From an optimization exercise on the open Yosys and OpenROAD flow, aimed at small area, a short achievable clock period and few clock cycles per item; shortcuts taken in it are not production practice.
The RTL was checked by simulation tests, not by an equivalence proof against the original design.
Power is estimated from default activity; no workload was simulated.

==> design/flow/design.v <==
module unsigned_nonrestoring #(
    parameter int WIDTH = 32
) (
    input logic go,
    input logic[WIDTH-1:0] divisor,
    input logic[WIDTH-1:0] dividend,
    input logic clk, rst,
    output logic done,
    output logic[WIDTH-1:0] quotient,
    output logic[WIDTH-1:0] remainder,
    output logic divide_by_zero
);
logic align_R, iter_R, done_R, dbz_R;
logic [4:0] cnt_R;
logic [31:0] Q_R, R_R, B_R;
logic [5:0] lza_R, lzb_R;
assign done = done_R;
assign divide_by_zero = dbz_R;
assign quotient = Q_R;
assign remainder = R_R;
function automatic logic [5:0] lzc32(input logic [31:0] x);
    logic [15:0] v1; logic [15:0] c1;
    logic [7:0] v2; logic [1:0] c2 [8];
    logic [3:0] v3; logic [2:0] c3 [4];
    logic [1:0] v4; logic [3:0] c4 [2];
    for (int i = 0; i < 16; i++) begin
        v1[i] = x[2*i+1] | x[2*i];
        c1[i] = ~x[2*i+1];
    end
    for (int i = 0; i < 8; i++) begin
        v2[i] = v1[2*i+1] | v1[2*i];
        c2[i] = v1[2*i+1] ? {1'b0, c1[2*i+1]} : {1'b1, c1[2*i]};
    end
    for (int i = 0; i < 4; i++) begin
        v3[i] = v2[2*i+1] | v2[2*i];
        c3[i] = v2[2*i+1] ? {1'b0, c2[2*i+1]} : {1'b1, c2[2*i]};
    end
    for (int i = 0; i < 2; i++) begin
        v4[i] = v3[2*i+1] | v3[2*i];
        c4[i] = v3[2*i+1] ? {1'b0, c3[2*i+1]} : {1'b1, c3[2*i]};
    end
    if (v4[1]) lzc32 = {2'b00, c4[1]};
    else if (v4[0]) lzc32 = {2'b01, c4[0]};
    else lzc32 = 6'd32;
endfunction
logic [6:0] d;
logic [31:0] bsh;
logic bzero, qzero;
always_comb begin
    d = {1'b0, lzb_R} - {1'b0, lza_R};
    bzero = lzb_R[5];
    qzero = d[6];
    bsh = divisor << d[4:0];
end
function automatic logic ge32(input logic [31:0] x, input logic [31:0] y);
    logic [31:0] g0, e0;
    logic [15:0] g1, e1;
    logic [7:0] g2, e2;
    logic [3:0] g3, e3;
    logic [1:0] g4, e4;
    g0 = x & ~y;
    e0 = ~(x ^ y);
    for (int i = 0; i < 16; i++) begin
        g1[i] = g0[2*i+1] | (e0[2*i+1] & g0[2*i]);
        e1[i] = e0[2*i+1] & e0[2*i];
    end
    for (int i = 0; i < 8; i++) begin
        g2[i] = g1[2*i+1] | (e1[2*i+1] & g1[2*i]);
        e2[i] = e1[2*i+1] & e1[2*i];
    end
    for (int i = 0; i < 4; i++) begin
        g3[i] = g2[2*i+1] | (e2[2*i+1] & g2[2*i]);
        e3[i] = e2[2*i+1] & e2[2*i];
    end
    for (int i = 0; i < 2; i++) begin
        g4[i] = g3[2*i+1] | (e3[2*i+1] & g3[2*i]);
        e4[i] = e3[2*i+1] & e3[2*i];
    end
    ge32 = g4[1] | (e4[1] & (g4[0] | e4[0]));
endfunction
logic [32:0] diff;
logic qd;
always_comb begin
    diff = {1'b0, R_R} - {1'b0, B_R};
    qd = ge32(R_R, B_R);
end
always_ff @(posedge clk or posedge rst) begin
    if (rst) begin
        align_R <= 1'b0;
        iter_R <= 1'b0;
        done_R <= 1'b0;
        dbz_R <= 1'b0;
    end else begin
        done_R <= 1'b0;
        if (align_R) begin
            align_R <= 1'b0;
            dbz_R <= bzero;
            if (bzero || qzero) done_R <= 1'b1;
            else iter_R <= 1'b1;
        end else if (iter_R) begin
            if (cnt_R == 5'd0) begin
                iter_R <= 1'b0;
                done_R <= 1'b1;
            end
        end else if (go) begin
            align_R <= 1'b1;
        end
    end
end
always_ff @(posedge clk) begin
    lza_R <= lzc32(dividend);
    lzb_R <= lzc32(divisor);
    if (align_R) begin
        B_R <= bsh;
        Q_R <= '0;
        cnt_R <= d[4:0];
    end else begin
        B_R <= {1'b0, B_R[31:1]};
        Q_R <= {Q_R[30:0], qd};
        cnt_R <= cnt_R - 5'd1;
    end
    if (!align_R && !iter_R) R_R <= dividend;
    else if (iter_R && qd) R_R <= diff[31:0];
end
endmodule
==> design/flow/flow/run.sh <==
#!/bin/bash
# The standard layout, with the port buffers made from the smallest plain buffer
# (buf_1) instead of the cell buffer_ports picks by itself.
set -euo pipefail
bash standard.sh 'BUFFER_PORTS_ARGS=-buffer_cell sky130_fd_sc_hd__buf_1' finish > make.log 2>&1
==> design/flow/standard.sh <==
#!/bin/bash
# synth_recipe.tcl (not shown) runs the flow's synth.tcl, then flattens the netlist and writes it again
# the make line also repeats each setting of config.mk as NAME=value (left out here)
make -C /OpenROAD-flow-scripts/flow DESIGN_CONFIG=/design/flow/config.mk WORK_HOME=/design/flow/orfs CLKGATE_MAP_FILE= SYNTH_SCRIPT=/design/flow/synth_recipe.tcl "${@:-finish}"
==> design/flow/config.mk <==
export PLATFORM = sky130hd
export DESIGN_NAME = unsigned_nonrestoring
export DESIGN_NICKNAME = unsigned_nonrestoring
export VERILOG_FILES = /design/flow/design.v
export SDC_FILE = /design/flow/constraint.sdc
export NUM_CORES = 4
export LEC_CHECK = 0
export CAP_MARGIN = 20
export CORE_MARGIN = 2
export CORE_UTILIZATION = 40
export CTS_BUF_LIST = sky130_fd_sc_hd__clkbuf_8
export PLACE_DENSITY = 0.75
export SETUP_SLACK_MARGIN = 3.0
export SLEW_MARGIN = 20
==> design/flow/constraint.sdc <==
create_clock -name core_clock -period 6.0 [get_ports {clk}]
set_input_delay 1.2000 -clock core_clock [delete_from_list [all_inputs] [get_ports {clk}]]
set_output_delay 1.2000 -clock core_clock [all_outputs]
set_load 0.01 [all_outputs]
==> results of run 1 <==
[layer usage]
| layer | GRT usage (%) | vias up | share of wire, % |
|---|---|---|---|
| li1 | - | 3850 | - |
| met4 | 7.60 | 0 | 2.6 |
| met2 | 35.0 | 327 | 45 |
| met5 | 0 | - | 0 |
| met3 | 3.73 | 47 | 7.9 |
| met1 | 31.1 | 3734 | 44 |
[kinds of logic after synthesis]
kind of cell | after synthesis | share of synthesized area [%]
and+or+nand+nor | 352 | 20.6
muxes | 62 | 9.26
AOI/OAI and AO/OA | 286 | 22.3
xor gates and xnor gates | 26 | 2.79
buffers and inverters | 109 | 5.42
adders and majority gates | 43 | 6.77
DFF | 117 | 32.8
[cell usage in the layout (no fill, tap or decap), drive strengths merged, types with 5 or more instances in the layout]
master / n
a31oi: 15
o21ai: 64
a21o: 18
nor4: 12
mux2i: 43
nand3: 21
o21bai: 8
clkbuf: 20
edfxtp: 32
xnor2: 11
nand2: 98
xor2: 15
nor2b: 42
mux2: 9
a211oi: 18
a21boi: 6
buf: 153
and3: 13
o221ai: 5
dfxtp: 81
o31ai: 8
mux4: 10
nor3: 22
and2: 9
a21oi: 89
nand2b: 8
inv: 63
o22ai: 14
o211ai: 6
bufinv: 6
o21a: 11
ha: 41
or2: 5
nor2: 102
[flip-flops by register name (all words and copies together), names as in the netlist]
signal	flops
B_R	32
Q_R	32
dbz_R	1
iter_R	1
cnt_R	5
lza_R	6
lzb_R	6
R_R	32
done_R	1
align_R	1
[power by group through the flow]
stage	logic, uW	registers [uW]	clock network [uW]
3_5_place_dp	3530	1520	0
2_1_floorplan	2610	1560	0
3_3_place_gp	3480	1510	0
4_1_cts	3680	1500	913
5_1_grt	4180	1530	951
6_report	3810	1500	901
[critical path, delay by kind of cell, from the launching register on]
family                     cells  cell delay (ns)
AOI/OAI and AO/OA              5             1.57
DFF                            1             0.43
adders and majority gates      1             0.42
muxes                          1             0.24
and+or+nand+nor                1             0.10
[stage by stage]
| stage | cells | power [uW] |
|---|---|---|
| floorplan | 995 | 4160 |
| global placement | 1356 | 4990 |
| detailed placement | 1356 | 5050 |
| CTS | 1402 | 6090 |
| global route | 1406 | 6670 |
| finish | 1406 | 6200 |
[cell type report]
type                            count  area (um^2)
Multi-Input combinational cell    770         5160
Fill cell                        2036        10600
Clock inverter                     13          229
Timing Repair Buffer              154          683
Sequential cell                   117         2690
Clock buffer                       19          262
Inverter                           62          236
Tap cell                          270          338
Timing Repair inverter              1         5.00
[final timing paths]
path	endpoint	cells past startpoint	startpoint	slack, ns
worst max-delay path	R_R[31]$_DFFE_PP_	8	R_R[12]$_DFFE_PP_	2.97
worst min-delay path	Q_R[31]$_SDFF_PP0_	1	Q_R[30]$_SDFF_PP0_	0.46
worst max register to register	R_R[31]$_DFFE_PP_	8	R_R[12]$_DFFE_PP_	2.97
worst min register to register	Q_R[31]$_SDFF_PP0_	1	Q_R[30]$_SDFF_PP0_	0.46
max in group asynchronous	align_R$_DFF_PP0_	2	rst	5.24
min in group asynchronous	iter_R$_DFFE_PP0P_	2	rst	0.58
[what timing repair did]
item / CTS / global route
endpoints found under the setup margin: 61 / 68
setup buffers: 12 / 4
resized for setup: 4 / 12
pin swaps: 3 / 1
gates cloned: 2 / 0
==> impl_metrics.py, run 1 <==
metrics = {
    "status": {
        "outcome": "complete, no violations",
    },
    "min_path": {
        "hold_path_class": "reg2reg",
    },
    "detailed_routing": {
        "drtPass1Iterations": 5,
        "ant_nets": 0,
        "drc": 0,
        "wirelength_um": 24300,
        "drt_iter0_markers": 675,
        "via_count": 7958,
        "via_per_inst": 5.66,
        "wl_per_cell_um": 17.3,
    },
    "floorplan": {
        "initial_utilization_pct": 40.5,
        "io_pins": 133,
        "die_h_um": 147,
        "die_w_um": 147,
        "rows": 52,
        "dieArea_um2": 21600,
        "core-area_um2": 20200,
    },
    "timing": {
        "finalSetupViolCount": 0,
        "skew_ns": 0.0158,
        "hold_viol_final": 0,
        "rsz0062_at_grt": "true",
        "slew_headroom_pct": 36.4,
        "fin_crit_sh_pct": 50.5,
        "fmax_ghz": 0.330,
        "worst_pin_slew_ns": 0.954,
        "period_needed_ns": 3.03,
        "fin_ws_ns": 2.97,
        "holdWs_ns": 0.461,
        "final-max-slew-violation-count": 0,
        "fin_setup_tns_ns": 0,
    },
    "critical_path": {
        "required_ns": 6.18,
        "crit_fanout": 6,
        "crit_path_max_incr_delay_ns": 0.56,
        "worst-setup-path-type": "reg2reg",
        "path_cells": "ha_1 > a21oi_1 > nor2_1 > o41ai_1 > a311oi_1 > a221oi_1 > mux2i_1 > o311ai_0",
        "slowest_stage": "o41ai_1",
        "cp.arrival_ns": 3.21,
        "end_kind": "flop",
        "startpoint_type": "flop",
    },
    "clock_network": {
        "cts.sinks": 117,
        "insertion_delay_ns": 0.46,
        "clk_pin_slew_ns": 0.08,
        "cts_buffers": 17,
        "cts_tree": "done",
        "root_buffer": "clkbuf_8",
        "h-tree-depth": 4,
        "hold_buffers": 0,
        "cts-root-to-sink-buffers": 2,
    },
    "place": {
        "dp_slack_ns": 2.26,
        "dp_hpwl_um": 18400,
        "io_buffers": 132,
        "gp_congestion": 0.969,
        "placedInstanceArea_um2": 8870,
    },
    "pwr": {
        "pwr-share-seq_pct": 24.1,
        "p_sw_share_pct": 45.7,
        "pwr-share-comb_pct": 61.4,
        "p_switching_uw": 2840,
        "leakagePower_uw": 0.00387,
        "vdd_drop_max_mv": 0.225,
        "clockPowerShare_pct": 14.5,
        "p_int_uw": 3370,
        "cellPowerDensity_nw_per_um2": 646,
    },
    "synthesis": {
        "synth-edff-count": 32,
        "synth-seq-cells": 117,
        "yosysTopAreaCellShare_pct": 19.8,
        "synthArstFlopShare_pct": 3.42,
        "ys.flop_type": "dfxtp_1",
        "synth_area_leaders": "dfxtp_1 (20%), edfxtp_1 (12%), ha_1 (6.3%)",
        "avgSynthCellArea_um2": 8.21,
        "synth_commonest_cells": "nor2_1 (102), nand2_1 (98), a21oi_1 (89)",
        "seq_area_frac_synth_pct": 32.8,
        "synthCells": 995,
        "yosysWarnings": 7,
        "yosysMostFrequentCell": "nor2_1",
        "yosys.area.top_type": "dfxtp_1",
        "yosysUniqueCellTypes": 74,
        "syn-num-nets": 1105,
        "syn-cell-area_um2": 8170,
    },
    "global_route": {
        "grt_max_degree": 95,
        "grt_pass1_vias": 7130,
        "antenna_found_initial": 1,
        "grt_overflow": 0,
        "grt_first_pass_wirelength_um": 38000,
        "grt.total_usage_pct": 22.2,
    },
    "final_layout": {
        "layout-drive-gt1-share_pct": 10.0,
        "syn_to_final_growth_pct": 17.5,
        "antenna_cells": 0,
        "final_nets": 1233,
        "utilization_pct": 47.6,
        "fin_area_um2": 9600,
    },
    "job": {
        "cap_violations": 0,
    },
}
Testbench counts, summed over its fixed seeds: cycles 32,890, divisions 3,200.
==> run 2: changes to the inputs <==
--- a/design/flow/config.mk
+++ b/design/flow/config.mk
@@ -7,8 +7,7 @@
 export LEC_CHECK = 0
 export CAP_MARGIN = 20
 export CORE_MARGIN = 2
-export CORE_UTILIZATION = 40
+export CORE_UTILIZATION = 55
 export CTS_BUF_LIST = sky130_fd_sc_hd__clkbuf_8
-export PLACE_DENSITY = 0.75
 export SETUP_SLACK_MARGIN = 3.0
 export SLEW_MARGIN = 20
==> impl_metrics.py, run 2 <==
metrics = {
    "synthesis": {
        "avgSynthCellArea_um2": 8.21,
        "ys.flop_type": "dfxtp_1",
        "syn-num-nets": 1105,
        "yosys.area.top_type": "dfxtp_1",
        "yosysWarnings": 7,
        "synth_area_leaders": "dfxtp_1 (20%), edfxtp_1 (12%), ha_1 (6.3%)",
        "seq_area_frac_synth_pct": 32.8,
        "synth-seq-cells": 117,
        "yosysTopAreaCellShare_pct": 19.8,
        "yosysUniqueCellTypes": 74,
        "yosysMostFrequentCell": "nor2_1",
        "synthCells": 995,
        "synthArstFlopShare_pct": 3.42,
        "syn-cell-area_um2": 8170,
        "synth-edff-count": 32,
        "synth_commonest_cells": "nor2_1 (102), nand2_1 (98), a21oi_1 (89)",
    },
    "detailed_routing": {
        "via_count": 7909,
        "drtPass1Iterations": 6,
        "drc": 0,
        "ant_nets": 0,
        "drt_iter0_markers": 780,
        "wl_per_cell_um": 18.4,
        "via_per_inst": 6.00,
        "wirelength_um": 24200,
    },
    "final_layout": {
        "regArea_um2": 2680,
        "syn_to_final_growth_pct": 14.6,
        "fillers": 1352,
        "layout_common_cells": "buf_1 (132), nor2_1 (101), nand2_1 (98), a21oi_1 (87), dfxtp_1 (81)",
        "utilization_pct": 64.4,
        "layout-drive-gt1-share_pct": 9.80,
        "final_nets": 1230,
        "final_common_cell": "buf_1",
        "multiInputGateArea_um2": 5160,
        "top_regs": "B_R (32), Q_R (32), R_R (32)",
    },
    "timing": {
        "fin_crit_sh_pct": 49.4,
        "rsz0062_at_grt": "true",
        "period_needed_ns": 2.96,
        "finalSetupViolCount": 0,
        "final-max-slew-violation-count": 0,
        "slew_headroom_pct": 36.2,
        "worst_pin_slew_ns": 0.957,
        "fin_setup_tns_ns": 0,
        "fmax_ghz": 0.338,
        "hold_viol_final": 0,
        "skew_ns": 0.0130,
    },
    "global_route": {
        "grt_overflow": 0,
        "grt_first_pass_wirelength_um": 37900,
        "grt.total_usage_pct": 30.3,
        "antenna_found_initial": 1,
        "grt_max_degree": 94,
        "grt_pass1_vias": 7218,
    },
    "floorplan": {
        "initial_utilization_pct": 56.2,
        "core-area_um2": 14500,
        "dieArea_um2": 15800,
        "rows": 44,
        "die_w_um": 126,
        "io_pins": 133,
        "die_h_um": 126,
    },
    "status": {
        "outcome": "complete, no violations",
    },
    "critical_path": {
        "crit_path_max_incr_delay_ns": 0.61,
        "r2r_end": "R_R[29]$_DFFE_PP_",
        "slowest_stage": "nor4_1",
        "end_kind": "flop",
        "cp.arrival_ns": 3.29,
        "timing.critical_path.mode_cell": "nand3_1",
        "reg2reg_from": "R_R[1]$_DFFE_PP_",
        "startpoint_type": "input port",
        "required_ns": 6.33,
        "crit_buf_inv": 1,
        "path_delay_family": "simple AND/OR/NAND/NOR gates",
        "path_cells": "buf_1 > nor4_1 > nand3_1 > nand2b_1 > nor2_1 > nand3_1 > o22ai_1",
        "worst-setup-path-type": "in2reg",
        "crit_fanout": 4,
        "rr_worst_depth": 8,
        "r2r_slack_ns": 3.07,
    },
    "clock_network": {
        "insertion_delay_ns": 0.46,
        "root_buffer": "clkbuf_8",
        "cts_tree": "done",
        "cts-root-to-sink-buffers": 2,
        "clk_pin_slew_ns": 0.09,
        "cts_buffers": 17,
        "h-tree-depth": 4,
        "cts.sinks": 117,
    },
    "pwr": {
        "clockPowerShare_pct": 11.9,
        "p_int_uw": 3120,
        "p_switching_uw": 2920,
        "vdd_drop_max_mv": 0.372,
        "leakagePower_uw": 0.00380,
        "pwr-share-comb_pct": 63.5,
        "cellPowerDensity_nw_per_um2": 644,
        "p_sw_share_pct": 48.3,
        "pwr-share-seq_pct": 24.6,
    },
    "min_path": {
        "hold-path-cell-count": 1,
        "hold_start": "Q_R[0]$_SDFF_PP0_",
        "hold_path_class": "reg2reg",
        "min_to": "Q_R[1]$_SDFF_PP0_",
    },
    "place": {
        "io_buffers": 132,
        "dp_hpwl_um": 18000,
        "gp_congestion": 0.945,
    },
    "job": {
        "cap_violations": 0,
    },
}
[run 2: changes by cell type in the layout (fill, tap and decap cells not counted), moves of 2 or more]
cell,change
bufinv_16,-6
inv_6,+6
inv_8,+5
a21boi_1,+2
buf_4,-2
clkbuf_8,-2
clkinv_4,-2
clkinvlp_4,+2
[run 2: per-layer routing]
| metal | track usage [%] | wire [um] | up-vias |
|---|---|---|---|
| li1 | - | - | 3836 |
| met1 | 42.3 | 10700 | 3662 |
| met2 | 45.3 | 10800 | 350 |
| met3 | 6.16 | 1830 | 61 |
| met4 | 13.7 | 799 | 0 |
| met5 | 0 | 0 | - |
[run 2: cells by family (layout without fill, tap and decap cells)]
| group | Yosys count | after routing | share of synthesized area [%] |
|---|---|---|---|
| AND/OR/NAND/NOR | 352 | 352 | 20.6 |
| flip-flops | 117 | 117 | 32.8 |
| multiplexers | 62 | 62 | 9.26 |
| buffers and inverters | 109 | 246 | 5.42 |
| adder cells (fa/ha/maj) | 43 | 43 | 6.77 |
| other | 0 | 1 | 0 |
| XOR/XNOR | 26 | 26 | 2.79 |
| AO/OA/AOI/OAI | 286 | 287 | 22.3 |
[run 2: cell type report]
type                            instances  share of cell area (%)
Timing Repair inverter                  1                  0.0802
Inverter                               62                    2.53
Timing Repair Buffer                  151                    7.08
Antenna cell                            1                  0.0267
Tap cell                              184                    2.46
Clock buffer                           17                    2.50
Multi-Input combinational cell        770                    55.1
Clock inverter                         15                    1.59
Sequential cell                       117                    28.7
[run 2: through the flow]
stage | setup WS, ns | std cells | cell area, um^2 | power (uW) | hold WS [ns]
floorplan | 3.05 | 995 | 8180 | 4160 | 0.431
global placement | 2.25 | 1270 | 8760 | 5060 | 0.439
detailed placement | 2.19 | 1270 | 8760 | 5070 | 0.450
CTS | 3.07 | 1316 | 9300 | 5930 | 0.451
global route | 2.99 | 1317 | 9360 | 6500 | 0.468
finish | 3.04 | 1318 | 9360 | 6030 | 0.453
[run 2: how the worst max path moves through the flow]
stage | cells past startpoint | endpoint | slack [ns] | startpoint
3_5_place_dp | 11 | B_R[21]$_DFF_P_ | 2.19 | lzb_R[0]$_DFF_P_
5_1_grt | 8 | R_R[29]$_DFFE_PP_ | 2.99 | R_R[1]$_DFFE_PP_
6_report | 7 | lza_R[0]$_DFF_P_ | 3.04 | dividend[27]
2_1_floorplan | 9 | R_R[0]$_DFFE_PP_ | 3.05 | R_R[18]$_DFFE_PP_
4_1_cts | 12 | B_R[21]$_DFF_P_ | 3.07 | lzb_R[0]$_DFF_P_
3_3_place_gp | 11 | B_R[21]$_DFF_P_ | 2.25 | lzb_R[0]$_DFF_P_
[run 2: what timing repair did]
| action | in CTS | in global routing |
|---|---|---|
| resized for setup | 7 | 8 |
| hold endpoints to repair | 0 | 0 |
| pin swaps | 3 | 1 |
| setup buffers | 12 | 1 |
| hold buffers | 0 | 0 |
| setup endpoints to repair | 60 | 43 |
| gates cloned | 2 | 0 |
[run 2: power by group through the flow]
stage	clock network [uW]	logic, uW	registers (uW)
floorplan	0	2610	1560
global placement	0	3560	1500
detailed placement	0	3560	1510
CTS	729	3720	1480
global route	761	4220	1520
finish	719	3830	1480
==> run 3: changes to the inputs <==
--- a/design/flow/config.mk
+++ b/design/flow/config.mk
@@ -5,9 +5,10 @@
 export SDC_FILE = /design/flow/constraint.sdc
 export NUM_CORES = 4
 export LEC_CHECK = 0
+export ABC_AREA = 1
 export CAP_MARGIN = 20
 export CORE_MARGIN = 2
-export CORE_UTILIZATION = 55
+export CORE_UTILIZATION = 40
 export CTS_BUF_LIST = sky130_fd_sc_hd__clkbuf_8
-export SETUP_SLACK_MARGIN = 3.0
+export SETUP_SLACK_MARGIN = 3.75
 export SLEW_MARGIN = 20
==> impl_metrics.py, run 3 <==
metrics = {
    "status": {
        "outcome": "complete, no violations",
    },
    "synthesis": {
        "synthMuxAreaShare_pct": 0.567,
        "synthArstFlopShare_pct": 3.42,
        "synth-seq-cells": 117,
        "syn-cell-area_um2": 8820,
        "yosysWarnings": 7,
        "synth_area_leaders": "nand2_1 (20%), dfxtp_1 (18%), inv_1 (11%)",
        "synth_top_family_by_area": "simple AND/OR/NAND/NOR gates",
        "synth_compound_area_share_pct": 11.3,
        "synth-edff-count": 32,
        "yosysTopAreaCellShare_pct": 19.6,
        "avgSynthCellArea_um2": 6.13,
        "ys.flop_type": "dfxtp_1",
        "synth_commonest_cells": "nand2_1 (460), inv_1 (258), nand3_1 (164)",
        "synth_fa_ha_area_share_pct": 6.27,
        "seq_area_frac_synth_pct": 30.4,
        "yosysUniqueCellTypes": 41,
        "synthCells": 1439,
        "syn-num-nets": 1549,
        "yosys.area.top_type": "nand2_1",
        "synth-xor-area-share_pct": 1.36,
        "synthSimpleGateAreaFrac_pct": 36.8,
        "yosysMostFrequentCell": "nand2_1",
    },
    "clock_network": {
        "h-tree-depth": 4,
        "cts_buffers": 17,
        "cts_tree": "done",
        "cts.sinks": 117,
        "clk_pin_slew_ns": 0.09,
        "cts-root-to-sink-buffers": 2,
        "root_buffer": "clkbuf_8",
        "insertion_delay_ns": 0.46,
    },
    "pwr": {
        "cellPowerDensity_nw_per_um2": 615,
        "power.total_uw": 6950,
        "vdd_drop_max_mv": 0.206,
        "leakagePower_uw": 0.00543,
    },
    "floorplan": {
        "initial_utilization_pct": 40.6,
        "die_w_um": 153,
        "die_h_um": 153,
        "io_pins": 133,
        "rows": 54,
        "dieArea_um2": 23300,
        "core-area_um2": 21800,
    },
    "final_layout": {
        "layout-drive-gt1-share_pct": 15.9,
        "final_nets": 1712,
        "layout_common_cells": "nand2_1 (429), inv_1 (251), nand3_1 (132), buf_1 (116), nor2_1 (105)",
        "top_regs": "B_R (32), Q_R (32), R_R (32)",
        "antenna_cells": 0,
        "syn_to_final_growth_pct": 28.1,
        "fillers": 2186,
        "final_common_cell": "nand2_1",
    },
    "timing": {
        "finalSetupViolCount": 0,
        "fin_setup_tns_ns": 0,
        "fmax_ghz": 0.428,
        "worst_pin_slew_ns": 0.771,
        "skew_ns": 0.0156,
        "fin_crit_sh_pct": 38.9,
        "period_needed_ns": 2.34,
        "holdWs_ns": 0.418,
        "slew_headroom_pct": 48.6,
        "rsz0062_at_grt": "true",
        "final-max-slew-violation-count": 0,
        "hold_viol_final": 0,
    },
    "place": {
        "gp_congestion": 0.944,
        "dp_hpwl_um": 22200,
        "io_buffers": 132,
    },
    "global_route": {
        "grt_max_degree": 54,
        "grt_pass1_vias": 8825,
        "antenna_found_initial": 0,
        "grt_overflow": 0,
        "grt_first_pass_wirelength_um": 45600,
        "grt.total_usage_pct": 24.7,
    },
    "critical_path": {
        "rr_worst_depth": 14,
        "startpoint_type": "flop",
        "crit_fanout": 2,
        "r2r_end": "B_R[19]$_DFF_P_",
        "worst-setup-path-type": "reg2out",
        "reg2reg_from": "lzb_R[0]$_DFF_P_",
        "cp.arrival_ns": 1.14,
        "required_ns": 4.80,
        "end_kind": "output pin",
        "r2r_slack_ns": 3.72,
    },
    "job": {
        "cap_violations": 0,
    },
    "min_path": {
        "min_to": "Q_R[19]$_SDFF_PP0_",
        "hold_path_class": "reg2reg",
        "hold_start": "Q_R[18]$_SDFF_PP0_",
        "hold-path-cell-count": 2,
    },
    "detailed_routing": {
        "via_per_inst": 5.10,
        "wirelength_um": 29900,
        "ant_nets": 0,
        "via_count": 9667,
        "drtPass1Iterations": 5,
        "wl_per_cell_um": 15.8,
        "drt_iter0_markers": 793,
        "drc": 0,
    },
}
-- run 3: changes by cell type after synthesis, moves of 17 or more --
cell and delta:
nand2_1 +362, inv_1 +196, nand3_1 +143, a21oi_1 -46
nor2b_1 -41, mux2i_1 -38, o211ai_1 +20, a211oi_1 -17
o21ai_0 +17
-- run 3: cell families (layout without fill, tap and decap cells) --
group | after synthesis | count (layout)
flip-flops | 117 | 117
XOR/XNOR | 12 | 12
AO/OA/AOI/OAI | 175 | 175
multiplexers | 5 | 5
buffers and inverters | 303 | 474
adder cells (fa/ha/maj) | 43 | 43
AND/OR/NAND/NOR | 784 | 789
-- run 3: worst max path at each step --
stage	start	to	slack [ns]	cells past startpoint
6_report	R_R[14]$_DFFE_PP_	remainder[14]	3.66	2
4_1_cts	R_R[10]$_DFFE_PP_	R_R[25]$_DFFE_PP_	3.64	11
3_5_place_dp	lzb_R[0]$_DFF_P_	B_R[13]$_DFF_P_	3.11	12
5_1_grt	lzb_R[0]$_DFF_P_	B_R[26]$_DFF_P_	3.62	12
3_3_place_gp	lzb_R[0]$_DFF_P_	B_R[13]$_DFF_P_	3.20	12
2_1_floorplan	dividend[30]	lza_R[1]$_DFF_P_	3.76	8
-- run 3: area by class of cell --
type / count / area (um^2) / area share [%]
inverters: 261 / 1020 / 9.00
repair inverters: 2 / 15.0 / 0.133
clock buffers: 17 / 234 / 2.07
multi-input cells: 1024 / 5800 / 51.3
flip-flops and latches: 117 / 2690 / 23.8
well taps: 280 / 350 / 3.10
clock inverters: 15 / 196 / 1.74
repair buffers: 179 / 998 / 8.83
-- run 3: layer usage --
layer  global-route usage (%)  vias to the layer above  wire length, um
li1                         -                     4896                -
met4                     8.33                        0              739
met2                     42.5                      289            14500
met3                     3.38                       51             1570
met1                     32.0                     4431            13100
met5                        0                        -                0
-- run 3: where the power goes --
part	leakage (uW)	internal, uW	switching [uW]
Sequential	0.00104	1270	230
Combinational	0.00417	1760	2870
Clock	0.000218	424	393
Total	0.00543	3460	3490
-- run 3: critical path, cell delays in order (launching register included) --
cell	delay (ns)
edfxtp_1	0.43
buf_6	0.15
buf_6	0.11
-- run 3: metrics by stage --
| step | setup WS [ns] | utilization [%] | cell area [um^2] | std cells |
|---|---|---|---|---|
| 2_1_floorplan | 3.76 | - | 8850 | 1439 |
| 3_3_place_gp | 3.20 | 43.9 | 9560 | 1815 |
| 3_5_place_dp | 3.11 | 43.9 | 9560 | 1815 |
| 4_1_cts | 3.64 | 47.9 | 10400 | 1868 |
| 5_1_grt | 3.62 | 52.0 | 11300 | 1895 |
| 6_report | 3.66 | 52.0 | 11300 | 1895 |
-- run 3: what timing repair did --
action                     in CTS  in global routing
setup buffers                  14                 25
hold buffers                    0                  0
setup endpoints to repair     108                108
pin swaps                      11                 52
hold endpoints to repair        0                  0
cloned                          7                  2
resized for setup              43                164
==> run 4: changes to the inputs <==
--- a/design/flow/config.mk
+++ b/design/flow/config.mk
@@ -12,3 +12,4 @@
 export CTS_BUF_LIST = sky130_fd_sc_hd__clkbuf_8
 export SETUP_SLACK_MARGIN = 3.75
 export SLEW_MARGIN = 20
+export TNS_END_PERCENT = 20
==> impl_metrics.py, run 4 <==
metrics = {
    "synthesis": {
        "yosysMostFrequentCell": "nand2_1",
        "yosysTopAreaCellShare_pct": 19.6,
        "synth_area_leaders": "nand2_1 (20%), dfxtp_1 (18%), inv_1 (11%)",
        "synth-seq-cells": 117,
        "avgSynthCellArea_um2": 6.13,
        "syn-num-nets": 1549,
        "yosysWarnings": 7,
        "ys.flop_type": "dfxtp_1",
        "seq_area_frac_synth_pct": 30.4,
        "yosys.area.top_type": "nand2_1",
        "synthCells": 1439,
        "synth-edff-count": 32,
        "syn-cell-area_um2": 8820,
        "synthArstFlopShare_pct": 3.42,
        "yosysUniqueCellTypes": 41,
        "synth_commonest_cells": "nand2_1 (460), inv_1 (258), nand3_1 (164)",
    },
    "timing": {
        "finalSetupViolCount": 0,
        "rsz0062_at_grt": "true",
        "final-max-slew-violation-count": 0,
        "slew_headroom_pct": 67.3,
        "holdWs_ns": 0.421,
        "fin_crit_sh_pct": 39.9,
        "skew_ns": 0.0145,
        "fin_setup_tns_ns": 0,
        "fmax_ghz": 0.418,
        "period_needed_ns": 2.39,
        "hold_viol_final": 0,
        "worst_pin_slew_ns": 0.485,
    },
    "critical_path": {
        "startpoint_type": "flop",
        "cp.arrival_ns": 1.19,
        "crit_fanout": 2,
        "end_kind": "output pin",
        "worst-setup-path-type": "reg2out",
        "required_ns": 4.80,
        "r2r_slack_ns": 3.73,
    },
    "floorplan": {
        "rows": 54,
        "initial_utilization_pct": 40.6,
        "die_h_um": 153,
        "io_pins": 133,
        "core-area_um2": 21800,
        "die_w_um": 153,
        "dieArea_um2": 23300,
    },
    "pwr": {
        "clockPowerShare_pct": 10.4,
        "vdd_drop_max_mv": 0.220,
        "pwr-share-comb_pct": 66.9,
        "p_switching_uw": 3440,
        "cellPowerDensity_nw_per_um2": 621,
        "pwr-share-seq_pct": 22.7,
        "power.total_uw": 6720,
        "p_int_uw": 3280,
        "p_sw_share_pct": 51.2,
        "leakagePower_uw": 0.00519,
    },
    "clock_network": {
        "cts_tree": "done",
        "cts_buffers": 17,
        "h-tree-depth": 4,
        "clk_pin_slew_ns": 0.08,
        "cts.sinks": 117,
        "cts-root-to-sink-buffers": 2,
        "root_buffer": "clkbuf_8",
        "insertion_delay_ns": 0.46,
    },
    "global_route": {
        "grt_max_degree": 63,
        "antenna_found_initial": 1,
        "grt_pass1_vias": 8873,
        "grt.total_usage_pct": 24.9,
        "grt_first_pass_wirelength_um": 45600,
        "grt_overflow": 0,
    },
    "final_layout": {
        "layout-drive-gt1-share_pct": 11.4,
        "final_common_cell": "nand2_1",
        "fillers": 2299,
        "final_nets": 1695,
        "syn_to_final_growth_pct": 22.6,
        "layout_common_cells": "nand2_1 (446), inv_1 (250), nand3_1 (160), buf_1 (130), nor2_1 (104)",
        "top_regs": "B_R (32), Q_R (32), R_R (32)",
    },
    "detailed_routing": {
        "drtPass1Iterations": 8,
        "ant_nets": 0,
        "drc": 0,
        "wirelength_um": 29200,
        "via_per_inst": 5.06,
        "drt_iter0_markers": 713,
        "wl_per_cell_um": 15.5,
        "via_count": 9506,
    },
    "job": {
        "cap_violations": 0,
    },
    "status": {
        "outcome": "complete, no violations",
    },
    "place": {
        "gp_congestion": 0.933,
        "io_buffers": 132,
        "dp_hpwl_um": 22300,
    },
    "min_path": {
        "hold_path_class": "reg2reg",
    },
}
-- run 4: kinds of logic after synthesis --
| group | count (synthesis) | synth area share (%) |
|---|---|---|
| flip-flops | 117 | 30.4 |
| buffers and inverters | 303 | 13.2 |
| AND/OR/NAND/NOR | 784 | 36.8 |
| AO/OA/AOI/OAI | 175 | 11.3 |
| adder cells (fa/ha/maj) | 43 | 6.27 |
| multiplexers | 5 | 0.567 |
| XOR/XNOR | 12 | 1.36 |
-- run 4: worst paths after layout --
check                              startpoint                 end  depth (start not counted)
setup / recovery            R_R[14]$_DFFE_PP_       remainder[14]                          2
hold / removal             Q_R[12]$_SDFF_PP0_  Q_R[13]$_SDFF_PP0_                          2
setup reg to reg             lzb_R[0]$_DFF_P_     B_R[15]$_DFF_P_                         13
hold reg to reg            Q_R[12]$_SDFF_PP0_  Q_R[13]$_SDFF_PP0_                          2
max in group asynchronous                 rst   align_R$_DFF_PP0_                          2
min in group asynchronous                 rst   align_R$_DFF_PP0_                          2
-- run 4: layer usage --
metal	vias to the layer above	global-route usage [%]	part of all wire [%]
met5	-	0	0
met4	0	8.51	2.5
met3	45	4.47	5.6
met2	279	42.3	48
met1	4316	31.9	44
li1	4866	-	-
-- run 4: power groups by stage --
stage	clock network, uW	logic [uW]	registers [uW]
after floorplan	0	2680	1500
after global placement	0	3670	1510
after detailed placement	0	3700	1510
after CTS	710	4020	1510
after global routing	745	5030	1560
final	697	4500	1530
-- run 4: worst max-delay path: stages (launching register included) --
cell and delay, ns:
edfxtp_1 0.44, buf_4 0.18, buf_1 0.12
-- run 4: what timing repair did --
| item | in CTS | in global routing |
|---|---|---|
| buffers inserted | 10 | 13 |
| gates cloned | 7 | 0 |
| resized for setup | 41 | 86 |
| pin swaps | 8 | 21 |
| setup endpoints to repair | 111 | 129 |
| hold buffers | 0 | 0 |
-- run 4: final cells by class --
type,instances,area [um^2],share of cell area (%)
flip-flops and latches,117,2690,24.9
inverters,261,1000,9.24
multi-input cells,1023,5570,51.5
clock inverters,15,129,1.19
well taps,280,350,3.24
repair buffers,163,833,7.70
diodes,1,2.50,0.0231
clock buffers,17,234,2.16
repair inverters,2,12.5,0.116
-- run 4: through the flow --
step / worst slack [ns] / cells / utilization (%) / cell area, um^2
final: 3.61 / 1879 / 49.7 / 10800
after CTS: 3.69 / 1865 / 47.3 / 10300
after detailed placement: 3.13 / 1816 / 43.9 / 9540
after floorplan: 3.71 / 1439 / - / 8830
after global placement: 3.20 / 1816 / 43.9 / 9540
after global routing: 3.58 / 1879 / 49.7 / 10800
==> run 5: changes to the inputs <==
--- a/design/flow/config.mk
+++ b/design/flow/config.mk
@@ -6,10 +6,10 @@
 export NUM_CORES = 4
 export LEC_CHECK = 0
 export ABC_AREA = 1
+export ABC_CLOCK_PERIOD_IN_PS = 2000
 export CAP_MARGIN = 20
 export CORE_MARGIN = 2
 export CORE_UTILIZATION = 40
 export CTS_BUF_LIST = sky130_fd_sc_hd__clkbuf_8
-export SETUP_SLACK_MARGIN = 3.75
+export SETUP_SLACK_MARGIN = 3.5
 export SLEW_MARGIN = 20
-export TNS_END_PERCENT = 20
==> impl_metrics.py, run 5 <==
metrics = {
    "synthesis": {
        "avgSynthCellArea_um2": 6.13,
        "yosysUniqueCellTypes": 41,
        "yosys.area.top_type": "nand2_1",
        "yosysTopAreaCellShare_pct": 19.6,
        "seq_area_frac_synth_pct": 30.4,
        "yosysMostFrequentCell": "nand2_1",
        "yosysWarnings": 7,
        "synthArstFlopShare_pct": 3.42,
        "synth-seq-cells": 117,
        "syn-cell-area_um2": 8820,
        "synth-edff-count": 32,
        "synthCells": 1439,
        "synth_commonest_cells": "nand2_1 (460), inv_1 (258), nand3_1 (164)",
        "syn-num-nets": 1549,
        "ys.flop_type": "dfxtp_1",
        "synth_area_leaders": "nand2_1 (20%), dfxtp_1 (18%), inv_1 (11%)",
    },
    "detailed_routing": {
        "wl_per_cell_um": 15.2,
        "ant_nets": 0,
        "wirelength_um": 28300,
        "drtPass1Iterations": 7,
        "drt_iter0_markers": 688,
        "via_count": 9419,
        "drc": 0,
        "via_per_inst": 5.05,
    },
    "clock_network": {
        "root_buffer": "clkbuf_8",
        "cts_tree": "done",
        "cts.sinks": 117,
        "insertion_delay_ns": 0.46,
        "cts_buffers": 17,
        "h-tree-depth": 4,
        "hold_buffers": 0,
        "cts-root-to-sink-buffers": 2,
        "clk_pin_slew_ns": 0.09,
    },
    "floorplan": {
        "die_w_um": 153,
        "rows": 54,
        "io_pins": 133,
        "initial_utilization_pct": 40.6,
        "core-area_um2": 21800,
        "die_h_um": 153,
        "dieArea_um2": 23300,
    },
    "timing": {
        "hold_viol_final": 0,
        "fin_setup_tns_ns": 0,
        "rsz0062_at_grt": "true",
        "worst_pin_slew_ns": 0.600,
        "fin_crit_sh_pct": 39.3,
        "finalSetupViolCount": 0,
        "final-max-slew-violation-count": 0,
        "period_needed_ns": 2.36,
        "fmax_ghz": 0.424,
        "skew_ns": 0.0161,
        "slew_headroom_pct": 59.9,
    },
    "global_route": {
        "grt.total_usage_pct": 23.4,
        "grt_pass1_vias": 8574,
        "grt_max_degree": 62,
        "grt_overflow": 0,
        "antenna_found_initial": 0,
        "grt_first_pass_wirelength_um": 43200,
    },
    "job": {
        "cap_violations": 0,
    },
    "critical_path": {
        "required_ns": 6.39,
        "crit_fanout": 8,
        "worst-setup-path-type": "reg2reg",
        "end_kind": "flop",
        "cp.arrival_ns": 2.75,
        "startpoint_type": "flop",
    },
    "final_layout": {
        "fin_area_um2": 10200,
        "antenna_cells": 0,
        "layout-drive-gt1-share_pct": 6.31,
        "final_common_cell": "nand2_1",
        "syn_to_final_growth_pct": 16.1,
        "instances_no_fill": 1866,
        "layout_common_cells": "nand2_1 (451), inv_1 (254), nand3_1 (164), buf_1 (132), nor2_1 (116)",
        "final_nets": 1683,
        "top_regs": "B_R (32), Q_R (32), R_R (32)",
    },
    "pwr": {
        "p_sw_share_pct": 52.3,
        "leakagePower_uw": 0.00511,
        "cellPowerDensity_nw_per_um2": 601,
        "p_switching_uw": 3220,
        "pwr-share-comb_pct": 63.9,
        "p_int_uw": 2930,
        "vdd_drop_max_mv": 0.222,
        "clockPowerShare_pct": 12.2,
        "pwr-share-seq_pct": 23.9,
    },
    "place": {
        "dp_hpwl_um": 22000,
        "gp_congestion": 0.925,
        "io_buffers": 132,
        "dp_cells": 1815,
        "placedInstanceArea_um2": 9530,
    },
    "status": {
        "outcome": "complete, no violations",
    },
    "min_path": {
        "hold_path_class": "reg2reg",
    },
}
## run 5: kinds of logic (layout without fill, tap and decap cells)
family                   after synthesis  count (layout)  synth area share [%]
flip-flops                           117             117                  30.4
buffers and inverters                303             447                  13.2
XOR/XNOR                              12              12                  1.36
multiplexers                           5               5                 0.567
adder cells (fa/ha/maj)               43              43                  6.27
AO/OA/AOI/OAI                        175             175                  11.3
AND/OR/NAND/NOR                      784             787                  36.8
## run 5: per-layer routing
layer	up-vias	global-route usage (%)	wire, um
li1	4820	-	-
met1	4232	29.3	12100
met2	316	40.5	13500
met3	51	4.35	1750
met4	0	8.25	912
met5	-	0	0
## run 5: critical path: stages (launching register included)
cell and delay (ns):
dfxtp_1 0.31, inv_1 0.05, ha_2 0.16, inv_2 0.04
fa_2 0.61, buf_12 0.14, clkinvlp_4 0.15, buf_12 0.17
nand2_2 0.07, nand2_2 0.06, o211ai_1 0.23, nand3_1 0.17
nand3_1 0.11
## run 5: per-stage QoR
stage	utilization [%]	power, uW	setup WS [ns]	hold slack [ns]
after detailed placement	43.8	5190	2.88	0.410
after CTS	45.9	5980	3.55	0.421
final	47.1	6150	3.64	0.418
after global placement	43.8	5160	2.92	0.406
after floorplan	-	4170	3.70	0.431
after global routing	47.1	6750	3.47	0.443
## run 5: area by class of cell
type | count | area, um^2
Tap cell | 280 | 350
Timing Repair inverter | 2 | 12.5
Sequential cell | 117 | 2690
Inverter | 261 | 993
Multi-Input combinational cell | 1022 | 5080
Clock inverter | 15 | 160
Timing Repair Buffer | 152 | 722
Fill cell | 2352 | 11500
Clock buffer | 17 | 234
## run 5: power by group through the flow
| stage | combinational (uW) | sequential (uW) | clock, uW |
|---|---|---|---|
| 5_1_grt | 4450 | 1510 | 792 |
| 4_1_cts | 3730 | 1480 | 760 |
| 2_1_floorplan | 2670 | 1500 | 0 |
| 3_5_place_dp | 3680 | 1500 | 0 |
| 6_report | 3930 | 1470 | 748 |
| 3_3_place_gp | 3670 | 1500 | 0 |
## run 5: what timing repair did
action	4_1_cts	5_1_grt
gates cloned	1	6
endpoints found under the setup margin	86	67
pin swaps	0	15
setup buffers	2	10
gates resized for setup	8	24
## run 5: path summary, 6_finish.rpt
check	cells past startpoint	slack (ns)	end	from
setup / recovery	12	3.64	B_R[24]$_DFF_P_	lzb_R[0]$_DFF_P_
hold / removal	2	0.42	Q_R[25]$_SDFF_PP0_	Q_R[24]$_SDFF_PP0_
setup reg to reg	12	3.64	B_R[24]$_DFF_P_	lzb_R[0]$_DFF_P_
hold reg to reg	2	0.42	Q_R[25]$_SDFF_PP0_	Q_R[24]$_SDFF_PP0_
max in group asynchronous	2	5.25	align_R$_DFF_PP0_	rst
min in group asynchronous	2	0.58	done_R$_DFF_PP0_	rst
==> run 6: changes to the inputs <==
--- a/design/flow/config.mk
+++ b/design/flow/config.mk
@@ -6,7 +6,7 @@
 export NUM_CORES = 4
 export LEC_CHECK = 0
 export ABC_AREA = 1
-export ABC_CLOCK_PERIOD_IN_PS = 2000
+export ABC_CLOCK_PERIOD_IN_PS = 3000
 export CAP_MARGIN = 20
 export CORE_MARGIN = 2
 export CORE_UTILIZATION = 40
==> impl_metrics.py, run 6 <==
metrics = {
    "critical_path": {
        "critPathLaunch": "lzb_R[0]$_DFF_P_",
        "worst-setup-path-type": "reg2reg",
        "end_kind": "flop",
        "setup.worst_path.end": "B_R[24]$_DFF_P_",
        "reg2reg_from": "lzb_R[0]$_DFF_P_",
        "r2r_end": "B_R[24]$_DFF_P_",
        "crit_fanout": 8,
        "rr_worst_depth": 12,
        "startpoint_type": "flop",
        "required_ns": 6.39,
        "cp.arrival_ns": 2.75,
        "r2r_slack_ns": 3.64,
    },
    "synthesis": {
        "seq_area_frac_synth_pct": 30.4,
        "yosysMostFrequentCell": "nand2_1",
        "syn-cell-area_um2": 8820,
        "synth-edff-count": 32,
        "synth-seq-cells": 117,
        "synthCells": 1439,
        "yosysWarnings": 7,
        "synthArstFlopShare_pct": 3.42,
        "avgSynthCellArea_um2": 6.13,
        "yosysTopAreaCellShare_pct": 19.6,
        "yosysUniqueCellTypes": 41,
        "syn-num-nets": 1549,
        "synth_area_leaders": "nand2_1 (20%), dfxtp_1 (18%), inv_1 (11%)",
        "ys.flop_type": "dfxtp_1",
        "yosys.area.top_type": "nand2_1",
        "synth_commonest_cells": "nand2_1 (460), inv_1 (258), nand3_1 (164)",
    },
    "final_layout": {
        "final_common_cell": "nand2_1",
        "syn_to_final_growth_pct": 16.1,
        "layout_common_cells": "nand2_1 (451), inv_1 (254), nand3_1 (164), buf_1 (132), nor2_1 (116)",
        "fin_area_um2": 10200,
        "antenna_cells": 0,
        "top_regs": "B_R (32), Q_R (32), R_R (32)",
        "final_nets": 1683,
        "instances_no_fill": 1866,
        "utilization_pct": 47.1,
        "layout-drive-gt1-share_pct": 6.31,
    },
    "place": {
        "dp_hpwl_um": 22000,
        "placedInstanceArea_um2": 9530,
        "gp_congestion": 0.925,
        "io_buffers": 132,
        "dp_cells": 1815,
    },
    "floorplan": {
        "initial_utilization_pct": 40.6,
        "core-area_um2": 21800,
        "io_pins": 133,
        "die_h_um": 153,
        "die_w_um": 153,
        "dieArea_um2": 23300,
        "rows": 54,
    },
    "global_route": {
        "grt.total_usage_pct": 23.4,
        "grt_pass1_vias": 8574,
        "antenna_found_initial": 0,
        "grt_overflow": 0,
        "grt_max_degree": 62,
        "grt_first_pass_wirelength_um": 43200,
    },
    "min_path": {
        "hold_path_class": "reg2reg",
        "hold_start": "Q_R[24]$_SDFF_PP0_",
    },
    "pwr": {
        "cellPowerDensity_nw_per_um2": 601,
        "leakagePower_uw": 0.00511,
        "vdd_drop_max_mv": 0.222,
    },
    "timing": {
        "final-max-slew-violation-count": 0,
        "fin_crit_sh_pct": 39.3,
        "rsz0062_at_grt": "true",
        "slew_headroom_pct": 59.9,
        "period_needed_ns": 2.36,
        "fin_setup_tns_ns": 0,
        "hold_viol_final": 0,
        "skew_ns": 0.0161,
        "worst_pin_slew_ns": 0.600,
        "finalSetupViolCount": 0,
        "fmax_ghz": 0.424,
    },
    "clock_network": {
        "cts.sinks": 117,
        "cts-root-to-sink-buffers": 2,
        "h-tree-depth": 4,
        "cts_buffers": 17,
        "root_buffer": "clkbuf_8",
        "insertion_delay_ns": 0.46,
        "clk_pin_slew_ns": 0.09,
        "cts_tree": "done",
    },
    "detailed_routing": {
        "drtPass1Iterations": 7,
        "via_per_inst": 5.05,
        "drc": 0,
        "wl_per_cell_um": 15.2,
        "wirelength_um": 28300,
        "drt_iter0_markers": 688,
        "via_count": 9419,
        "ant_nets": 0,
    },
    "job": {
        "cap_violations": 0,
    },
    "status": {
        "outcome": "complete, no violations",
    },
}
-- run 6: per-stage QoR --
step / power, uW / hold slack (ns) / worst slack (ns)
6_report: 6150 / 0.418 / 3.64
2_1_floorplan: 4170 / 0.431 / 3.70
3_5_place_dp: 5190 / 0.410 / 2.88
3_3_place_gp: 5160 / 0.406 / 2.92
5_1_grt: 6750 / 0.443 / 3.47
4_1_cts: 5980 / 0.421 / 3.55
-- run 6: worst min path at each step --
stage	to	slack (ns)	cells past startpoint
after detailed placement	Q_R[31]$_SDFF_PP0_	0.41	2
after CTS	Q_R[31]$_SDFF_PP0_	0.42	2
after global placement	Q_R[20]$_SDFF_PP0_	0.41	2
final	Q_R[25]$_SDFF_PP0_	0.42	2
after floorplan	B_R[21]$_DFF_P_	0.43	2
after global routing	Q_R[20]$_SDFF_PP0_	0.44	2
-- run 6: report_power, final --
part | switching (uW) | internal [uW]
Clock | 400 | 348
Combinational | 2610 | 1320
Sequential | 204 | 1270
-- run 6: per-layer routing --
layer	wire length, um	GRT usage [%]
met5	0	0
met4	912	8.25
met3	1750	4.35
met2	13500	40.5
met1	12100	29.3
-- run 6: area by class of cell --
type | instances | area, um^2
Fill cell | 2352 | 11500
Multi-Input combinational cell | 1022 | 5080
Sequential cell | 117 | 2690
Inverter | 261 | 993
Timing Repair Buffer | 152 | 722
Tap cell | 280 | 350
Clock buffer | 17 | 234
Clock inverter | 15 | 160
Timing Repair inverter | 2 | 12.5
-- run 6: logic make-up (layout without fill, tap and decap cells) --
| family | count (synthesis) | after routing | share of synthesized area, % |
|---|---|---|---|
| AO/OA/AOI/OAI | 175 | 175 | 11.3 |
| AND/OR/NAND/NOR | 784 | 787 | 36.8 |
| buffers and inverters | 303 | 447 | 13.2 |
| flip-flops | 117 | 117 | 30.4 |
| adder cells (fa/ha/maj) | 43 | 43 | 6.27 |
| multiplexers | 5 | 5 | 0.567 |
| XOR/XNOR | 12 | 12 | 1.36 |
-- run 6: critical path, stage by stage, from the launching register on --
cell,delay [ns]
dfxtp_1,0.31
inv_1,0.05
ha_2,0.16
inv_2,0.04
fa_2,0.61
buf_12,0.14
clkinvlp_4,0.15
buf_12,0.17
nand2_2,0.07
nand2_2,0.06
o211ai_1,0.23
nand3_1,0.17
nand3_1,0.11
-- run 6: repair_timing --
| item | 4_1_cts | 5_1_grt |
|---|---|---|
| gates cloned | 1 | 6 |
| resized for setup | 8 | 24 |
| endpoints found under the setup margin | 86 | 67 |
| hold endpoints to repair | 0 | 0 |
| setup buffers | 2 | 10 |
| pin swaps | 0 | 15 |
| hold buffers | 0 | 0 |
==> run 7: changes to the inputs <==
--- a/design/flow/config.mk
+++ b/design/flow/config.mk
@@ -6,7 +6,6 @@
 export NUM_CORES = 4
 export LEC_CHECK = 0
 export ABC_AREA = 1
-export ABC_CLOCK_PERIOD_IN_PS = 3000
 export CAP_MARGIN = 20
 export CORE_MARGIN = 2
 export CORE_UTILIZATION = 40
==> impl_metrics.py, run 7 <==
metrics = {
    "final_layout": {
        "fin_area_um2": 10200,
        "final_common_cell": "nand2_1",
        "layout_common_cells": "nand2_1 (451), inv_1 (254), nand3_1 (164), buf_1 (132), nor2_1 (116)",
        "utilization_pct": 47.1,
        "layout-drive-gt1-share_pct": 6.31,
        "antenna_cells": 0,
        "syn_to_final_growth_pct": 16.1,
        "top_regs": "B_R (32), Q_R (32), R_R (32)",
        "final_nets": 1683,
    },
    "synthesis": {
        "synth-edff-count": 32,
        "syn-num-nets": 1549,
        "yosysUniqueCellTypes": 41,
        "yosysMostFrequentCell": "nand2_1",
        "synthArstFlopShare_pct": 3.42,
        "yosysWarnings": 7,
        "yosysTopAreaCellShare_pct": 19.6,
        "synth_area_leaders": "nand2_1 (20%), dfxtp_1 (18%), inv_1 (11%)",
        "syn-cell-area_um2": 8820,
        "avgSynthCellArea_um2": 6.13,
        "ys.flop_type": "dfxtp_1",
        "synth_commonest_cells": "nand2_1 (460), inv_1 (258), nand3_1 (164)",
        "yosys.area.top_type": "nand2_1",
        "synth-seq-cells": 117,
        "synthCells": 1439,
        "seq_area_frac_synth_pct": 30.4,
    },
    "timing": {
        "final-max-slew-violation-count": 0,
        "period_needed_ns": 2.36,
        "holdWs_ns": 0.418,
        "slew_headroom_pct": 59.9,
        "fin_crit_sh_pct": 39.3,
        "finalSetupViolCount": 0,
        "fmax_ghz": 0.424,
        "worst_pin_slew_ns": 0.600,
        "fin_setup_tns_ns": 0,
        "skew_ns": 0.0161,
        "rsz0062_at_grt": "true",
        "hold_viol_final": 0,
    },
    "job": {
        "cap_violations": 0,
    },
    "critical_path": {
        "r2r_slack_ns": 3.64,
        "rr_worst_depth": 12,
        "reg2reg_from": "lzb_R[0]$_DFF_P_",
        "worst-setup-path-type": "reg2reg",
        "cp.arrival_ns": 2.75,
        "r2r_end": "B_R[24]$_DFF_P_",
        "end_kind": "flop",
        "required_ns": 6.39,
        "startpoint_type": "flop",
        "crit_fanout": 8,
    },
    "floorplan": {
        "die_w_um": 153,
        "initial_utilization_pct": 40.6,
        "rows": 54,
        "io_pins": 133,
        "die_h_um": 153,
        "core-area_um2": 21800,
        "dieArea_um2": 23300,
    },
    "global_route": {
        "grt_max_degree": 62,
        "grt_overflow": 0,
        "grt_pass1_vias": 8574,
        "antenna_found_initial": 0,
        "grt_first_pass_wirelength_um": 43200,
        "grt.total_usage_pct": 23.4,
    },
    "detailed_routing": {
        "via_per_inst": 5.05,
        "wirelength_um": 28300,
        "ant_nets": 0,
        "drt_iter0_markers": 688,
        "wl_per_cell_um": 15.2,
        "via_count": 9419,
        "drc": 0,
        "drtPass1Iterations": 7,
    },
    "clock_network": {
        "h-tree-depth": 4,
        "cts_tree": "done",
        "insertion_delay_ns": 0.46,
        "clk_pin_slew_ns": 0.09,
        "root_buffer": "clkbuf_8",
        "cts_buffers": 17,
        "cts.sinks": 117,
        "cts-root-to-sink-buffers": 2,
        "hold_buffers": 0,
    },
    "status": {
        "outcome": "complete, no violations",
    },
    "pwr": {
        "cellPowerDensity_nw_per_um2": 601,
        "power.total_uw": 6150,
        "vdd_drop_max_mv": 0.222,
        "leakagePower_uw": 0.00511,
    },
    "min_path": {
        "hold_start": "Q_R[24]$_SDFF_PP0_",
        "min_to": "Q_R[25]$_SDFF_PP0_",
        "hold_path_class": "reg2reg",
        "hold-path-cell-count": 2,
    },
    "place": {
        "placedInstanceArea_um2": 9530,
        "dp_hpwl_um": 22000,
        "io_buffers": 132,
        "gp_congestion": 0.925,
    },
}
-- run 7: cell counts in the layout (fill, tap and decap cells not counted) --
No cell type changed its count.
-- run 7: what timing repair did --
action / CTS / global route
buffers inserted: 2 / 10
cloned: 1 / 6
pin swaps: 0 / 15
gates resized for setup: 8 / 24
endpoints found under the setup margin: 86 / 67
-- run 7: power by group --
group / total [uW] / switching, uW / internal (uW)
clock network: 748 / 400 / 348
registers: 1470 / 204 / 1270
logic: 3930 / 2610 / 1320
-- run 7: cell families after synthesis --
logic type	synth area share, %
DFF	30.4
adders and majority gates	6.27
buffers and inverters	13.2
xor gates and xnor gates	1.36
AOI/OAI and AO/OA	11.3
muxes	0.567
and+or+nand+nor	36.8
-- run 7: layout make-up --
class | count | area [um^2]
Fill cell | 2352 | 11500
Tap cell | 280 | 350
Multi-Input combinational cell | 1022 | 5080
Timing Repair inverter | 2 | 12.5
Clock buffer | 17 | 234
Sequential cell | 117 | 2690
Inverter | 261 | 993
Timing Repair Buffer | 152 | 722
Clock inverter | 15 | 160
-- run 7: stage by stage --
stage          instances  setup WS (ns)
2_1_floorplan       1439           3.70
3_3_place_gp        1815           2.92
3_5_place_dp        1815           2.88
4_1_cts             1850           3.55
5_1_grt             1866           3.47
6_report            1866           3.64
-- run 7: per-layer routing --
layer	wire [um]	up-vias	part of all wire (%)	track usage, %
li1	-	4820	-	-
met1	12100	4232	43	29.3
met2	13500	316	48	40.5
met3	1750	51	6.2	4.35
met4	912	0	3.2	8.25
met5	0	-	0	0
-- run 7: how the worst max path moves through the flow --
| stage | startpoint | endpoint | slack [ns] |
|---|---|---|---|
| after floorplan | R_R[14]$_DFFE_PP_ | R_R[0]$_DFFE_PP_ | 3.70 |
| after global placement | align_R$_DFF_PP0_ | R_R[5]$_DFFE_PP_ | 2.92 |
| after detailed placement | align_R$_DFF_PP0_ | R_R[5]$_DFFE_PP_ | 2.88 |
| after CTS | align_R$_DFF_PP0_ | B_R[5]$_DFF_P_ | 3.55 |
| after global routing | R_R[13]$_DFFE_PP_ | R_R[12]$_DFFE_PP_ | 3.47 |
| final | lzb_R[0]$_DFF_P_ | B_R[24]$_DFF_P_ | 3.64 |
-- run 7: worst max-delay path, cell delays in order (launching register included) --
cell and delay [ns]:
dfxtp_1 0.31, inv_1 0.05, ha_2 0.16, inv_2 0.04
fa_2 0.61, buf_12 0.14, clkinvlp_4 0.15, buf_12 0.17
nand2_2 0.07, nand2_2 0.06, o211ai_1 0.23, nand3_1 0.17
nand3_1 0.11
==> run 8: changes to the inputs <==
--- a/design/flow/config.mk
+++ b/design/flow/config.mk
@@ -10,5 +10,5 @@
 export CORE_MARGIN = 2
 export CORE_UTILIZATION = 40
 export CTS_BUF_LIST = sky130_fd_sc_hd__clkbuf_8
-export SETUP_SLACK_MARGIN = 3.5
+export SETUP_SLACK_MARGIN = 3.4
 export SLEW_MARGIN = 20
==> impl_metrics.py, run 8 <==
metrics = {
    "min_path": {
        "min_to": "Q_R[11]$_SDFF_PP0_",
        "hold_path_class": "reg2reg",
        "hold-path-cell-count": 2,
        "hold_start": "Q_R[10]$_SDFF_PP0_",
    },
    "floorplan": {
        "dieArea_um2": 23300,
        "initial_utilization_pct": 40.6,
        "core-area_um2": 21800,
        "die_h_um": 153,
        "rows": 54,
        "io_pins": 133,
        "die_w_um": 153,
    },
    "final_layout": {
        "final_nets": 1672,
        "utilization_pct": 46.0,
        "syn_to_final_growth_pct": 13.4,
        "layout_common_cells": "nand2_1 (459), inv_1 (258), nand3_1 (164), buf_1 (132), nor2_1 (115)",
        "top_regs": "B_R (32), Q_R (32), R_R (32)",
        "fin_area_um2": 10000,
        "fillers": 2407,
        "final_common_cell": "nand2_1",
        "instances_no_fill": 1855,
        "antenna_cells": 0,
        "layout-drive-gt1-share_pct": 4.76,
    },
    "critical_path": {
        "r2r_end": "B_R[24]$_DFF_P_",
        "rr_worst_depth": 11,
        "crit_buf_inv": 4,
        "r2r_slack_ns": 3.57,
        "crit_path_max_incr_delay_ns": 0.41,
        "worst-setup-path-type": "reg2reg",
        "timing.critical_path.mode_cell": "nand3_1",
        "startpoint_type": "flop",
        "required_ns": 6.39,
        "path_cells": "inv_1 > ha_1 > inv_1 > fa_1 > xor2_1 > buf_4 > inv_4 > nand3_1 > o211ai_1 > nand3_1 > nand3_1",
        "crit_fanout": 53,
        "slowest_stage": "fa_1",
        "end_kind": "flop",
        "cp.arrival_ns": 2.82,
        "reg2reg_from": "lzb_R[0]$_DFF_P_",
        "path_delay_family": "buffers and inverters",
    },
    "pwr": {
        "power.total_uw": 5960,
        "cellPowerDensity_nw_per_um2": 596,
        "leakagePower_uw": 0.00501,
        "vdd_drop_max_mv": 0.200,
    },
    "timing": {
        "final-max-slew-violation-count": 0,
        "fin_crit_sh_pct": 40.5,
        "fin_setup_tns_ns": 0,
        "worst_pin_slew_ns": 0.681,
        "finalSetupViolCount": 0,
        "skew_ns": 0.0167,
        "rsz0062_at_grt": "false",
        "slew_headroom_pct": 54.0,
        "hold_viol_final": 0,
        "period_needed_ns": 2.43,
        "fmax_ghz": 0.412,
    },
    "global_route": {
        "grt_max_degree": 62,
        "antenna_found_initial": 0,
        "grt_first_pass_wirelength_um": 43400,
        "grt_overflow": 0,
        "grt_pass1_vias": 8604,
        "grt.total_usage_pct": 23.3,
    },
    "job": {
        "cap_violations": 0,
    },
    "synthesis": {
        "yosysUniqueCellTypes": 41,
        "syn-cell-area_um2": 8820,
        "seq_area_frac_synth_pct": 30.4,
        "synth_commonest_cells": "nand2_1 (460), inv_1 (258), nand3_1 (164)",
        "syn-num-nets": 1549,
        "yosysMostFrequentCell": "nand2_1",
        "ys.flop_type": "dfxtp_1",
        "synth-edff-count": 32,
        "synthArstFlopShare_pct": 3.42,
        "yosysWarnings": 7,
        "synthCells": 1439,
        "yosysTopAreaCellShare_pct": 19.6,
        "avgSynthCellArea_um2": 6.13,
        "synth-seq-cells": 117,
        "yosys.area.top_type": "nand2_1",
        "synth_area_leaders": "nand2_1 (20%), dfxtp_1 (18%), inv_1 (11%)",
    },
    "clock_network": {
        "h-tree-depth": 4,
        "cts.sinks": 117,
        "cts_buffers": 17,
        "hold_buffers": 0,
        "cts-root-to-sink-buffers": 2,
        "insertion_delay_ns": 0.46,
        "cts_tree": "done",
        "clk_pin_slew_ns": 0.08,
        "root_buffer": "clkbuf_8",
    },
    "place": {
        "io_buffers": 132,
        "placedInstanceArea_um2": 9540,
        "dp_cells": 1817,
        "dp_hpwl_um": 21900,
        "gp_congestion": 0.915,
    },
    "status": {
        "outcome": "complete, no violations",
    },
    "detailed_routing": {
        "via_count": 9250,
        "via_per_inst": 4.99,
        "drtPass1Iterations": 5,
        "wl_per_cell_um": 14.7,
        "drt_iter0_markers": 651,
        "wirelength_um": 27200,
        "drc": 0,
        "ant_nets": 0,
    },
}
==> run 8: power breakdown <==
part | switching, uW | internal [uW]
combinational | 2510 | 1280
sequential | 209 | 1270
clock | 362 | 329
==> run 8: logic make-up (layout without fill, tap and decap cells) <==
logic type	count (synthesis)	in the layout	synth area share, %
DFF	117	117	30.4
adders and majority gates	43	43	6.27
buffers and inverters	303	438	13.2
AOI/OAI and AO/OA	175	175	11.3
muxes	5	5	0.567
and+or+nand+nor	784	785	36.8
xor gates and xnor gates	12	12	1.36
==> run 8: layout make-up <==
class                      instances  area (um^2)  share of cell area, %
multi-input combinational       1020         5010                   50.0
clock inverter                    15          133                   1.33
timing repair buffer             144          602                   6.02
inverter                         261          986                   9.85
clock buffer                      17          234                   2.34
sequential                       117         2690                   26.9
tap                              280          350                   3.50
timing repair inverter             1         7.51                 0.0750
==> run 8: stage by stage <==
| step | hold WS (ns) | setup WS, ns |
|---|---|---|
| after floorplan | 0.431 | 3.40 |
| after global placement | 0.407 | 3.09 |
| after detailed placement | 0.413 | 3.02 |
| after CTS | 0.426 | 3.44 |
| after global routing | 0.443 | 3.41 |
| final | 0.423 | 3.57 |
==> run 8: what timing repair did <==
action                                  in CTS  in global routing
endpoints found under the setup margin      72                 46
cloned                                       1                  1
buffers inserted                             4                  0
pin swaps                                    0                  1
gates resized for setup                      6                  7
==> run 8: tightest hold or removal path, cell delays in order (launching register included) <==
cell     delay (ns)
dfxtp_1        0.31
inv_1          0.05
nor2_1         0.03
==> run 8: routing by layer <==
| metal | track usage (%) | part of all wire, % | vias to the layer above | routed length (um) |
|---|---|---|---|---|
| li1 | - | - | 4800 | - |
| met1 | 30.3 | 45 | 4169 | 12400 |
| met2 | 40.0 | 48 | 242 | 13000 |
| met3 | 3.21 | 4.4 | 39 | 1210 |
| met4 | 7.58 | 2.5 | 0 | 672 |
| met5 | 0 | 0 | - | 0 |
==> run 8: worst max path at each step <==
stage / start / end / slack [ns] / cells after the start
floorplan: R_R[14]$_DFFE_PP_ / R_R[0]$_DFFE_PP_ / 3.40 / 11
global placement: align_R$_DFF_PP0_ / R_R[5]$_DFFE_PP_ / 3.09 / 4
detailed placement: align_R$_DFF_PP0_ / R_R[3]$_DFFE_PP_ / 3.02 / 4
CTS: R_R[14]$_DFFE_PP_ / R_R[8]$_DFFE_PP_ / 3.44 / 12
global route: lzb_R[0]$_DFF_P_ / B_R[24]$_DFF_P_ / 3.41 / 11
finish: lzb_R[0]$_DFF_P_ / B_R[24]$_DFF_P_ / 3.57 / 11

-- static timing again, ports no longer ideal --
The flow's constraints put no driver on any port. The routed layouts listed below were extracted and timed again, unchanged, in two steps.
Step 1: set_driving_cell puts a clkbuf_16 on clk and a buf_2 on each other input, an assumption about the parent block.
Step 2 moves the port delays by t, midway between the first and last clock arrival at a register: inputs arrive t later, outputs are due t later. That takes back most of the time a late clock gives input paths.
Slacks: no drivers / after step 1 / after step 2; pairs: no drivers / after step 1.
run | t, ns | slack for setup (ns) | slew at the worst register clock pin (ns)
run 1 | 0.487 | 2.970 / 2.970 / 2.806 | 0.08 / 0.08
run 2 | 0.491 | 3.037 / 3.054 / 2.563 | 0.09 / 0.09
run 3 | 0.493 | 3.663 / 3.619 / 3.346 | 0.09 / 0.09
run 4 | 0.502 | 3.606 / 3.561 / 3.256 | 0.08 / 0.08
run 5 | 0.494 | 3.642 / 3.642 / 3.167 | 0.09 / 0.09
run 6 | 0.494 | 3.642 / 3.642 / 3.167 | 0.09 / 0.09
run 7 | 0.494 | 3.642 / 3.642 / 3.167 | 0.09 / 0.09
run 8 | 0.495 | 3.571 / 3.571 / 3.251 | 0.09 / 0.09
After both steps every run listed still meets setup and hold.
